Background: an optimization exercise with open tools, aiming at small area, a short achievable clock period and few clock cycles per item. Do not read the settings as production practice.
In this exercise RTL edits were held to simulation tests only and were not proved equivalent to the original.
No activity file was given, so power comes from the tool's default toggle rates.

==> design.v <==
`timescale 1ns/1ps
module updateNeuron
(
	input						clk				,
	input						rst_n			,
	input						i_run			,
	input						i_init			,
	input						i_s_lern		,
	input						i_s_infr		,
	input signed 	[24:0]  	exc_current		,
	input signed 	[24:0]  	inh_current		,
	output 						o_s_init		,
	output						o_spike			,
	output						o_valid			,
	output			[4:0]		o_neuron_idx	,
	output			[49:0]		d_c				,
	output			[4:0]		addr_c			,
	output						ce_c			,
	output						we_c			,
	input			[49:0]		q_c				,
	output			[54:0]		d_m				,
	output			[4:0]		addr_m			,
	output						ce_m			,
	output						we_m			,
	input			[54:0]		q_m
);
wire 					s_idle					;
wire 					s_init					;
wire 					s_read					;
wire 					s_calc					;
wire 					s_wrte					;
wire 					s_done					;
reg 			[3:0] 	fsm						;
reg 			[2:0] 	c_state					;
reg 			[2:0] 	n_state					;
reg 			[4:0] 	neuron_idx				;
reg signed 		[24:0] 	exc_cur_buf				;
reg signed 		[24:0] 	inh_cur_buf				;
wire signed 	[24:0] 	c_ge					;
wire signed 	[24:0] 	c_gi					;
wire signed 	[24:0] 	c_vm					;
wire signed 	[24:0] 	c_vt					;
wire 					c_ref_check				;
wire 			[3:0] 	c_ref_count				;
wire signed 	[24:0] 	e_rest = 25'd5242880	;		 
wire signed 	[24:0] 	e_exc = 25'd6881280		;		 
wire signed 	[24:0] 	e_inh = 25'd3604480		;		 
wire signed 	[24:0] 	thresh_add  = 25'd11240	;	 
wire signed 	[24:0] 	inh_max = 25'd655360	;		 
reg signed 		[24:0] 	mult_1_in_1				;
reg signed 		[17:0] 	mult_1_in_2				;
reg signed 		[24:0] 	mult_2_in_1				;
reg signed 		[17:0] 	mult_2_in_2				;
reg signed 		[24:0] 	add_max					;	
reg signed 		[42:0] 	mult_1_out				;
reg signed 		[42:0] 	mult_2_out				;
reg signed 		[24:0] 	n_ge					;
reg signed 		[24:0] 	n_gi					;
reg signed 		[24:0] 	n_vm					;
reg signed 		[24:0] 	n_vt					;
reg 					n_ref_check				;
reg 			[3:0] 	n_ref_count				;
reg 					fire					;
localparam S_IDLE = 3'b000;
localparam S_READ = 3'b001;
localparam S_CALC = 3'b010;
localparam S_WRTE = 3'b011;
localparam S_INIT = 3'b111;
localparam S_DONE = 3'b100;
always @(posedge clk or negedge rst_n) begin
	if(!rst_n) begin
		exc_cur_buf <= 25'd0;
		inh_cur_buf <= 25'd0;
	end else if(i_run) begin
		exc_cur_buf <= exc_current;
		inh_cur_buf <= inh_current;
	end
end
always @(*) begin
	n_state = c_state;
	case(c_state)
		S_IDLE: begin
			if(i_run)
				n_state = S_READ;
			if(i_init)
				n_state = S_INIT;
		end 
		S_INIT:
			if(neuron_idx == 5'd17) 
				n_state = S_IDLE;
		S_READ:
			n_state = S_CALC;
		S_CALC:
			if(fsm == 4'd9)
				n_state = S_WRTE;
		S_WRTE:
			n_state = S_DONE;
		S_DONE:
			n_state = S_IDLE;
	endcase
end
always @(posedge clk or negedge rst_n) begin
	if(!rst_n) begin
		c_state <= S_IDLE;
	end else begin
		c_state <= n_state;
	end
end
assign s_idle = (c_state == S_IDLE);
assign s_init = (c_state == S_INIT);
assign s_read = (c_state == S_READ);
assign s_calc = (c_state == S_CALC);
assign s_wrte = (c_state == S_WRTE);
assign s_done = (c_state == S_DONE);
always @(posedge clk or negedge rst_n) begin
	if(!rst_n) begin
		fsm <= 4'd0;
	end else begin
		if(s_calc) begin
			fsm <= fsm + 4'd1;
		end else begin
			fsm <= 4'd0;
		end
	end
end
always @(posedge clk or negedge rst_n) begin
	if(!rst_n) begin
		neuron_idx <= 5'd0;
	end else begin
		if(s_done || s_init) begin
			if(neuron_idx == 5'd17) begin
				neuron_idx <= 5'd0;
			end else begin
				neuron_idx <= neuron_idx + 5'd1;
			end
		end else begin
			neuron_idx <= neuron_idx;
		end
	end
end
reg signed [24:0] add2_1_in_1;
reg signed [24:0] add2_1_in_2;
reg signed [24:0] add2_2_in_1;
reg signed [24:0] add2_2_in_2;
reg signed [24:0] add3_1_in_1;
reg signed [24:0] add3_1_in_2;
reg signed [24:0] add3_1_in_3;
reg signed [24:0] add3_2_in_1;
reg signed [24:0] add3_2_in_2;
reg signed [24:0] add3_2_in_3;
(* dont_touch = "true" *) wire signed [24:0] add2_1_out;
(* dont_touch = "true" *) wire signed [24:0] add2_2_out;
(* dont_touch = "true" *) wire signed [24:0] add3_1_out;
(* dont_touch = "true" *) wire signed [24:0] add3_2_out;
always @(posedge clk or negedge rst_n) begin
	if(!rst_n) begin
		add2_1_in_1 <= 25'd0;
		add2_1_in_2 <= 25'd0;
		add2_2_in_1 <= 25'd0;
		add2_2_in_2 <= 25'd0;
		add3_1_in_1 <= 25'd0;
		add3_1_in_2 <= 25'd0;
		add3_1_in_3 <= 25'd0;
		add3_2_in_1 <= 25'd0;
		add3_2_in_2 <= 25'd0;
		add3_2_in_3 <= 25'd0;
	end else begin
		case (fsm)
			4'd0: begin
				add2_1_in_1 <= 25'd0;
				add2_1_in_2 <= 25'd0;
				add2_2_in_1 <= 25'd0;
				add2_2_in_2 <= 25'd0;
				add3_1_in_1 <= 25'd0;
				add3_1_in_2 <= 25'd0;
				add3_1_in_3 <= 25'd0;
				add3_2_in_1 <= 25'd0;
				add3_2_in_2 <= 25'd0;
				add3_2_in_3 <= 25'd0;
			end
			4'd1: begin
				add2_1_in_1 <= 25'd0;		
				add2_1_in_2 <= 25'd0;
				add2_2_in_1 <= 25'd0;		
				add2_2_in_2 <= 25'd0;
				add3_1_in_1 <= 25'd0;
				add3_1_in_2 <= 25'd0;
				add3_1_in_3 <= 25'd0;
				add3_2_in_1 <= c_ref_check ? 25'd0 : c_gi;
				add3_2_in_2 <= c_ref_check ? 25'd0 : inh_cur_buf;
				add3_2_in_3 <= c_ref_check ? 25'd0 : -(c_gi >>> 4);
			end
			4'd2: begin
				if(!c_ref_check) begin
					add2_1_in_1 <= e_exc;		 
					add2_1_in_2 <= -c_vm;
					add2_2_in_1 <= e_inh;		 
					add2_2_in_2 <= -c_vm;
					add3_1_in_1 <= c_ge;
					add3_1_in_2 <= exc_cur_buf;
					add3_1_in_3 <= -(c_ge >>> 3);
					add3_2_in_1 <= add3_2_in_1;
					add3_2_in_2 <= add3_2_in_2;
					add3_2_in_3 <= add3_2_in_3;
				end else begin
					add2_1_in_1 <= 25'd0;		 
					add2_1_in_2 <= 25'd0;
					add2_2_in_1 <= 25'd0;		 
					add2_2_in_2 <= 25'd0;
					add3_1_in_1 <= 25'd0;
					add3_1_in_2 <= 25'd0;
					add3_1_in_3 <= 25'd0;
					add3_2_in_1 <= 25'd0;
					add3_2_in_2 <= 25'd0;
					add3_2_in_3 <= 25'd0;
				end
			end
			4'd3: begin
				add2_1_in_1 <= add2_1_in_1;		
				add2_1_in_2 <= add2_1_in_2;
				add2_2_in_1 <= add2_2_in_1;		
				add2_2_in_2 <= add2_2_in_2;
				add3_1_in_1 <= add3_1_in_1;
				add3_1_in_2 <= add3_1_in_2;
				add3_1_in_3 <= add3_1_in_3;
				add3_2_in_1 <= add3_2_in_1;
				add3_2_in_2 <= add3_2_in_2;
				add3_2_in_3 <= add3_2_in_3;
			end
			4'd4: begin
				if(!c_ref_check) begin
					add2_1_in_1 <= e_rest;		 
					add2_1_in_2 <= -c_vm;
					add2_2_in_1 <= add2_2_in_1;		
					add2_2_in_2 <= add2_2_in_2;
					add3_1_in_1 <= add3_1_in_1;
					add3_1_in_2 <= add3_1_in_2;
					add3_1_in_3 <= add3_1_in_3;
					add3_2_in_1 <= add3_2_in_1;
					add3_2_in_2 <= add3_2_in_2;
					add3_2_in_3 <= add3_2_in_3;
				end else begin
					add2_1_in_1 <= 25'd0;		
					add2_1_in_2 <= 25'd0;
					add2_2_in_1 <= add2_2_in_1;		
					add2_2_in_2 <= add2_2_in_2;
					add3_1_in_1 <= add3_1_in_1;
					add3_1_in_2 <= add3_1_in_2;
					add3_1_in_3 <= add3_1_in_3;
					add3_2_in_1 <= add3_2_in_1;
					add3_2_in_2 <= add3_2_in_2;
					add3_2_in_3 <= add3_2_in_3;
				end
			end
			4'd5: begin
				add2_1_in_1 <= i_s_lern ? e_rest : 25'd0;		 
				add2_1_in_2 <= i_s_lern ? -c_vt : 25'd0;
				add2_2_in_1 <= add2_2_in_1;		
				add2_2_in_2 <= add2_2_in_2;
				add3_1_in_1 <= mult_1_out >>> 10;
				add3_1_in_2 <= mult_2_out >>> 10;
				add3_1_in_3 <= add2_1_out >>> 1;
				add3_2_in_1 <= add3_2_in_1;
				add3_2_in_2 <= add3_2_in_2;
				add3_2_in_3 <= add3_2_in_3;
			end
			4'd6: begin
				if(!c_ref_check) begin
					add2_1_in_1 <= c_vm;
					add2_1_in_2 <= add3_1_out >>> 7;
					add2_2_in_1 <= c_vt;
					add2_2_in_2 <= add2_1_out >>> 17;
					add3_1_in_1 <= add3_1_in_1;
					add3_1_in_2 <= add3_1_in_2;
					add3_1_in_3 <= add3_1_in_3;
					add3_2_in_1 <= add3_2_in_1;
					add3_2_in_2 <= add3_2_in_2;
					add3_2_in_3 <= add3_2_in_3;
				end else begin
					add2_1_in_1 <= c_vm;
					add2_1_in_2 <= 25'd0;
					add2_2_in_1 <= c_vt;
					add2_2_in_2 <= add2_1_out >>> 17;
					add3_1_in_1 <= add3_1_in_1;
					add3_1_in_2 <= add3_1_in_2;
					add3_1_in_3 <= add3_1_in_3;
					add3_2_in_1 <= add3_2_in_1;
					add3_2_in_2 <= add3_2_in_2;
					add3_2_in_3 <= add3_2_in_3;
				end
			end
			4'd7: begin
				add2_1_in_1 <= add2_1_in_1;
				add2_1_in_2 <= add2_1_in_2;
				add2_2_in_1 <= add2_2_in_1;
				add2_2_in_2 <= add2_2_in_2;
				add3_1_in_1 <= add3_1_in_1;
				add3_1_in_2 <= add3_1_in_2;
				add3_1_in_3 <= add3_1_in_3;
				add3_2_in_1 <= add3_2_in_1;
				add3_2_in_2 <= add3_2_in_2;
				add3_2_in_3 <= add3_2_in_3;
			end
			4'd8: begin
				if(fire) begin
					add2_1_in_1 <= i_s_infr ? 25'd0 : thresh_add;		 
					add2_1_in_2 <= n_vt;
					add2_2_in_1 <= add2_2_in_1;		
					add2_2_in_2 <= add2_2_in_2;
					add3_1_in_1 <= add3_1_in_1;
					add3_1_in_2 <= add3_1_in_2;
					add3_1_in_3 <= add3_1_in_3;
					add3_2_in_1 <= add3_2_in_1;
					add3_2_in_2 <= add3_2_in_2;
					add3_2_in_3 <= add3_2_in_3;
				end else begin
					add2_1_in_1 <= add2_1_in_1;		
					add2_1_in_2 <= add2_1_in_2;
					add2_2_in_1 <= add2_2_in_1;		
					add2_2_in_2 <= add2_2_in_2;
					add3_1_in_1 <= add3_1_in_1;
					add3_1_in_2 <= add3_1_in_2;
					add3_1_in_3 <= add3_1_in_3;
					add3_2_in_1 <= add3_2_in_1;
					add3_2_in_2 <= add3_2_in_2;
					add3_2_in_3 <= add3_2_in_3;
				end
			end
			default: begin
				add2_1_in_1 <= add2_1_in_1;
				add2_1_in_2 <= add2_1_in_2;
				add2_2_in_1 <= add2_2_in_1;
				add2_2_in_2 <= add2_2_in_2;
				add3_1_in_1 <= add3_1_in_1;
				add3_1_in_2 <= add3_1_in_2;
				add3_1_in_3 <= add3_1_in_3;
				add3_2_in_1 <= add3_2_in_1;
				add3_2_in_2 <= add3_2_in_2;
				add3_2_in_3 <= add3_2_in_3;
			end
		endcase
	end
end
assign add2_1_out = add2_1_in_1 + add2_1_in_2;
assign add2_2_out = add2_2_in_1 + add2_2_in_2;
assign add3_1_out = add3_1_in_1 + add3_1_in_2 + add3_1_in_3;
assign add3_2_out = add3_2_in_1 + add3_2_in_2 + add3_2_in_3;
always @(posedge clk or negedge rst_n) begin
	if(!rst_n) begin
		add_max <= 25'd0;
	end else begin
		if(fsm == 4'd2) begin
			add_max <= (inh_max < add3_2_out) ? inh_max : add3_2_out;
		end else if(fsm == 4'd8) begin
			add_max <= 25'd0;
		end else begin
			add_max <= add_max;
		end
	end
end
always @(posedge clk) begin
	mult_1_out <= mult_1_in_1 * mult_1_in_2;
	mult_2_out <= mult_2_in_1 * mult_2_in_2;
end
always @(posedge clk or negedge rst_n) begin
	if(!rst_n) begin
		mult_1_in_1 <= 25'd0;  
		mult_1_in_2 <= 18'd0; 
		mult_2_in_1 <= 25'd0; 
		mult_2_in_2 <= 18'd0; 
	end else begin
		if(fsm == 4'd3) begin
			mult_1_in_1 <= add3_1_out;  
			mult_1_in_2 <= add2_1_out >>> 7; 
			mult_2_in_1 <= add_max; 
			mult_2_in_2 <= add2_2_out >>> 7; 
		end else begin
			mult_1_in_1 <= 25'd0;  
			mult_1_in_2 <= 18'd0; 
			mult_2_in_1 <= 25'd0; 
			mult_2_in_2 <= 18'd0; 
		end
	end
end
always @(posedge clk or negedge rst_n) begin
	if(!rst_n) begin
		n_ge <= 25'd0;
		n_gi <= 25'd0;
		n_vm <= 25'd0;
		n_vt <= 25'd0;
		fire <= 1'd0;
		n_ref_check <= 1'b0;
		n_ref_count <= 4'd0;
	end else begin 
		case (fsm)
			4'd3: begin
				n_ge <= add3_1_out;
				n_gi <= add_max;
				fire <= 1'b0;
			end
			4'd5: begin
				if(c_ref_check) begin
					n_ref_count <= c_ref_count + 4'd1;
				end else begin
					n_ref_count <= c_ref_count;
				end
				n_ref_check <= c_ref_check;
			end
			4'd7: begin
				n_vm <= add2_1_out;
				n_vt <= add2_2_out;
				if(add2_1_out > add2_2_out) begin
					fire <= 1'b1;
					n_ref_check <= 1'b1;
					n_ge <= 25'd0;
					n_gi <= 25'd0;
				end
			end
			4'd9: begin
				if(fire) begin
					n_vm <= e_rest;		 
					n_vt <= add2_1_out;
				end
				if(n_ref_count == 4'd11) begin
					n_ref_check <= 1'b0;
					n_ref_count <= 4'd0;
				end
			end
		endcase
	end
end
assign ce_c 		= 		s_init || s_read || s_wrte;
assign we_c 		= 		s_init || s_wrte; 
assign ce_m 		= 		s_init || s_read || s_wrte;
assign we_m 		= 		s_init || s_wrte;
assign addr_c 		= 		neuron_idx;
assign addr_m 		= 		neuron_idx;
assign d_c 			= 		s_init ? 50'd0 : {n_ge, n_gi};
assign d_m 			= 		s_init ? {1'b0, 4'd0, e_rest, 25'd5406720} : {n_ref_check, n_ref_count, n_vm, n_vt};
assign c_ge 		= 		q_c[49:25];
assign c_gi 		= 		q_c[24:0];
assign c_vm 		= 		q_m[49:25];
assign c_vt 		= 		q_m[24:0];
assign c_ref_check 	= 		q_m[54];
assign c_ref_count 	= 		q_m[53:50];
assign o_s_init 	=	 	s_init;
assign o_spike 		= 		fire;
assign o_valid 		= 		s_done;
assign o_neuron_idx = 		neuron_idx;
endmodule
==> run.sh <==
#!/bin/bash
# synth_recipe.tcl (not shown) runs the flow's synth.tcl, then flattens the netlist and writes it again
# the make line also repeats each setting of config.mk as NAME=value (left out here)
make -C /OpenROAD-flow-scripts/flow DESIGN_CONFIG=/design/flow/config.mk WORK_HOME=/design/flow/orfs CLKGATE_MAP_FILE= SYNTH_SCRIPT=/design/flow/synth_recipe.tcl finish
==> config.mk <==
export PLATFORM = sky130hd
export DESIGN_NAME = updateNeuron
export DESIGN_NICKNAME = updateNeuron
export VERILOG_FILES = /design/flow/design.v
export SDC_FILE = /design/flow/constraint.sdc
export NUM_CORES = 4
export LEC_CHECK = 0
export CAP_MARGIN = 20
export CORE_MARGIN = 2
export CORE_UTILIZATION = 40
export SLEW_MARGIN = 20
==> constraint.sdc <==
create_clock -name core_clock -period 7.2 [get_ports {clk}]
set_input_delay 1.4400 -clock core_clock [delete_from_list [all_inputs] [get_ports {clk}]]
set_output_delay 1.4400 -clock core_clock [all_outputs]
set_load 0.01 [all_outputs]
==> summary.txt <==
[through the flow]
step	setup WS [ns]	power, mW	hold WS [ns]
2_1_floorplan	1.19	4.64	0.431
3_3_place_gp	0.685	5.36	0.443
3_5_place_dp	0.562	5.38	0.451
4_1_cts	0.525	9.19	0.467
5_1_grt	0.194	9.49	0.480
6_report	0.532	9.11	0.468
[layout make-up]
type | instances | area (um^2)
fillers | 13300 | 75600
well taps | 1876 | 2350
multi-input cells | 3868 | 36900
clock buffers | 99 | 1990
repair buffers | 402 | 3780
diodes | 6 | 15.0
flip-flops and latches | 578 | 14200
inverters | 1008 | 3780
clock inverters | 34 | 429
[path summary, 6_finish.rpt]
kind,start,end,depth (start not counted)
setup / recovery,mult_1_in_2[7]$_DFF_PN0_,mult_1_out[34]$_DFF_P_,22
hold / removal,n_gi[16]$_DFFE_PN0P_,n_gi[16]$_DFFE_PN0P_,1
setup reg to reg,mult_1_in_2[7]$_DFF_PN0_,mult_1_out[34]$_DFF_P_,22
hold reg to reg,n_gi[16]$_DFFE_PN0P_,n_gi[16]$_DFFE_PN0P_,1
max in group asynchronous,rst_n,mult_2_in_1[21]$_DFF_PN0_,3
min in group asynchronous,rst_n,add2_1_in_1[21]$_DFFE_PN0P_,1
[routing by layer]
metal  vias up  global-route usage [%]  wire, um  part of all wire, %
met5         -                       0       116                0.068
met4        20                    9.56      6960                  4.1
met3       331                    4.94     13000                  7.6
met2      1530                    37.8     77100                   45
met1     21300                    33.4     73300                   43
li1      18800                       -         -                    -
[power groups by stage]
stage	Combinational, mW	Sequential (mW)	Clock, mW
2_1_floorplan	1.06	3.58	0
3_3_place_gp	1.70	3.66	0
3_5_place_dp	1.72	3.66	0
4_1_cts	1.73	3.60	3.86
5_1_grt	1.89	3.63	3.98
6_report	1.72	3.60	3.78
[synthesized netlist by cell type, types with 34 or more instances]
library cell  instances
or3_1                34
ha_1                317
clkbuf_1            250
a222oi_1             68
nor2b_1             120
nand3_1              51
nor2_1              201
a221o_1              38
nand2_1             597
and3_1               51
dfrtp_1             528
dfxtp_1              50
fa_1                782
o21ai_0             157
inv_1              1008
and2_1              384
a21oi_1             121
nor3_1               61
a21o_1              103
xnor2_1             143
a22o_1              116
xor2_1              102
mux2_2               50
[cell families after synthesis]
group	synth area share, %
DFF	25.5
xor gates and xnor gates	3.84
AOI/OAI and AO/OA	11.1
muxes	1.08
and+or+nand+nor	14.6
buffers and inverters	8.77
adders and majority gates	35.2
[worst reg2reg max path, delay by kind of cell (launching register included)]
| family | cells | cell delay (ns) |
|---|---|---|
| simple gates | 1 | 0.15 |
| fa+ha+maj | 7 | 3.16 |
| compound gates | 8 | 1.81 |
| xor+xnor | 1 | 0.13 |
| buf+inv | 5 | 0.54 |
| flops | 1 | 0.81 |
[flip-flops by register name, indices dropped and copies added, names as in the netlist, 24 cells and up]
register     flops
exc_cur_buf     25
add3_2_in_1     25
add_max         25
add2_1_in_1     25
inh_cur_buf     25
add3_2_in_2     25
mult_2_in_1     25
n_vt            25
mult_2_out      25
add2_2_in_2     25
add3_1_in_3     25
n_vm            25
add3_1_in_2     25
mult_1_out      25
mult_1_in_1     25
n_gi            25
add3_2_in_3     24
n_ge            25
add3_1_in_1     25
add2_2_in_1     25
add2_1_in_2     25
==> flow_summary.yaml <==
status:
  outcome: "timing/DRC/antenna clean"
routing:
  drc: 0
  wire_per_inst_um: 21.7
  dr.pass1.iters: 10
  wl_um: 170000
  drtAntennaViolNets: 0
  drt_iter0_markers: 3462
  vias: 42000
  via_per_inst: 5.33
layout:
  drive_gt1_share_pct: 5.78
  layout.cells.non_filler: 7871
  final_cell_mix: "inv_1 (1,008), fa_1 (782), nand2_1 (594)"
  fin_util_pct: 45.6
  final_area_mm2: 0.0634
  fin_nets: 7191
  final_common_cell: "inv_1"
  area_growth_syn_to_layout_pct: 13.6
synth:
  synth_area_leaders: "fa_1 (28%), dfrtp_1 (24%), ha_1 (7.1%), inv_1 (6.8%), and2_1 (4.3%)"
  synthCells: 5733
  ys_seq_elements: 578
  synth-edff-count: 0
  synth.distinct_cells: 88
  syn_avg_cell_area_um2: 9.73
  yosysSeqAreaShare_pct: 25.5
  yosysTopAreaCell: "fa_1"
  synth-main-ff-cell: "dfrtp_1"
  synth_area_mm2: 0.0558
  syn-num-nets: 6993
  synth.top_cell.area_share_pct: 28.1
  synth-async-reset-ratio_pct: 91.3
  yosysWarnings: 1
floorplanning:
  io_pins: 288
  core_area_mm2: 0.139
  initial_core_util_pct: 40.1
  die-width_um: 378
  die_area_mm2: 0.143
  die_h_um: 378
  rows: 137
grt:
  grt_antenna_before_repair: 20
  grt_max_degree: 188
  grt_pass1_vias: 43700
  grt_overflow_total: 0
  grt_use_total_pct: 24.3
  grt_pass1_wl_um: 264000
placed_design:
  gp_congestion: 0.910
  placed_cells: 7729
  place.detailed.hpwl_um: 134000
  placed_area_mm2: 0.0609
  port_buffers: 287
clocking:
  cts_root_buf: "clkbuf_16"
  cts_tree: "yes"
  clockBufferDepth: 3
  clk_pin_slew_ns: 0.06
  post_cts_resized: 0
  hold_buffers: 0
  numCtsBuffers: 73
  cts_num_sinks: 578
  postCtsSetupBuffers: 0
  clkLatencyLatePin_ns: 0.69
  htree_levels: 3
pwr:
  worst_ir_drop_vdd_uv: 209
  p_leak_nw: 31.6
  p_seq_share_pct: 39.5
  p_int_mw: 6.27
  p_per_area_mw_per_mm2: 144
  switchingPower_mw: 2.84
  switching_share_pct: 31.1
  comb_power_share_pct: 18.9
  p_clk_share_pct: 41.5
critical_path:
  path_buf_inv: 5
  crit_path_frequent_cell: "fa_1"
  end_kind: "register"
  crit_family: "adder cells"
  max_stage_delay_ns: 0.81
  cp_slowest_cell: "dfrtp_1"
  r2r_setup_slack_ns: 0.53
  worstPathArrival_ns: 7.27
  required_ns: 7.80
  critPathLaunchType: "register"
  path_class: "register to register"
  worstPathMaxFanout: 17
  path_cells: "buf_4 > and2_1 > fa_1 > inv_1 > fa_1 > fa_1 > inv_1 > fa_1 > fa_1 > inv_1 > fa_1 > inv_1 > ha_1 > a21o_1 > a21oi_1 > o21ai_0 > a32oi_1 > o21ai_1 > a221o_1 > a211o_1 > a21oi_1 > xnor2_1"
sta:
  skew_ns: 0.0366
  rsz0062_at_grt: "false"
  tightest_slew_ns: 1.14
  slew_violations: 0
  finalSetupViolations: 0
  max-slew-margin-rel_pct: 23.9
  setup-tns-final_ns: 0
  fmax_ghz: 0.150
  period_minus_slack_ns: 6.67
  hold_violations: 0
  period_share_pct: 92.6
job:
  drv_cap: 0
min_path:
  hold_path.class: "register to register"
Testbench counts, summed over its fixed seeds: cycles 36,288, items 2,592.

-- port drivers added, routing unchanged --
How much do the figures lean on ideal ports? The routed layout below was timed once more, with nothing changed but the port constraints. Step 1 assumes that a clkbuf_16 drives the clock port and a buf_2 every other input. Step 2 moves the port delays by t, midway between the first and last clock arrival at a register: inputs arrive t later, outputs are due t later. That takes back most of the time a late clock gives input paths. Slacks: ideal ports / drivers / drivers and shift; pairs: ideal ports / drivers.
t (ns): 0.754
setup slack, ns: 0.532 / 0.532 / 0.532
worst hold slack (ns): 0.468 / 0.468 / 0.468
worst setup path at the end: register to register
worst data-port slew with drivers (ns): 0.16
After both steps this run still meets setup and hold. The setup slack of this run moves by 0.000 ns with the drivers and by 0.000 ns with both steps.
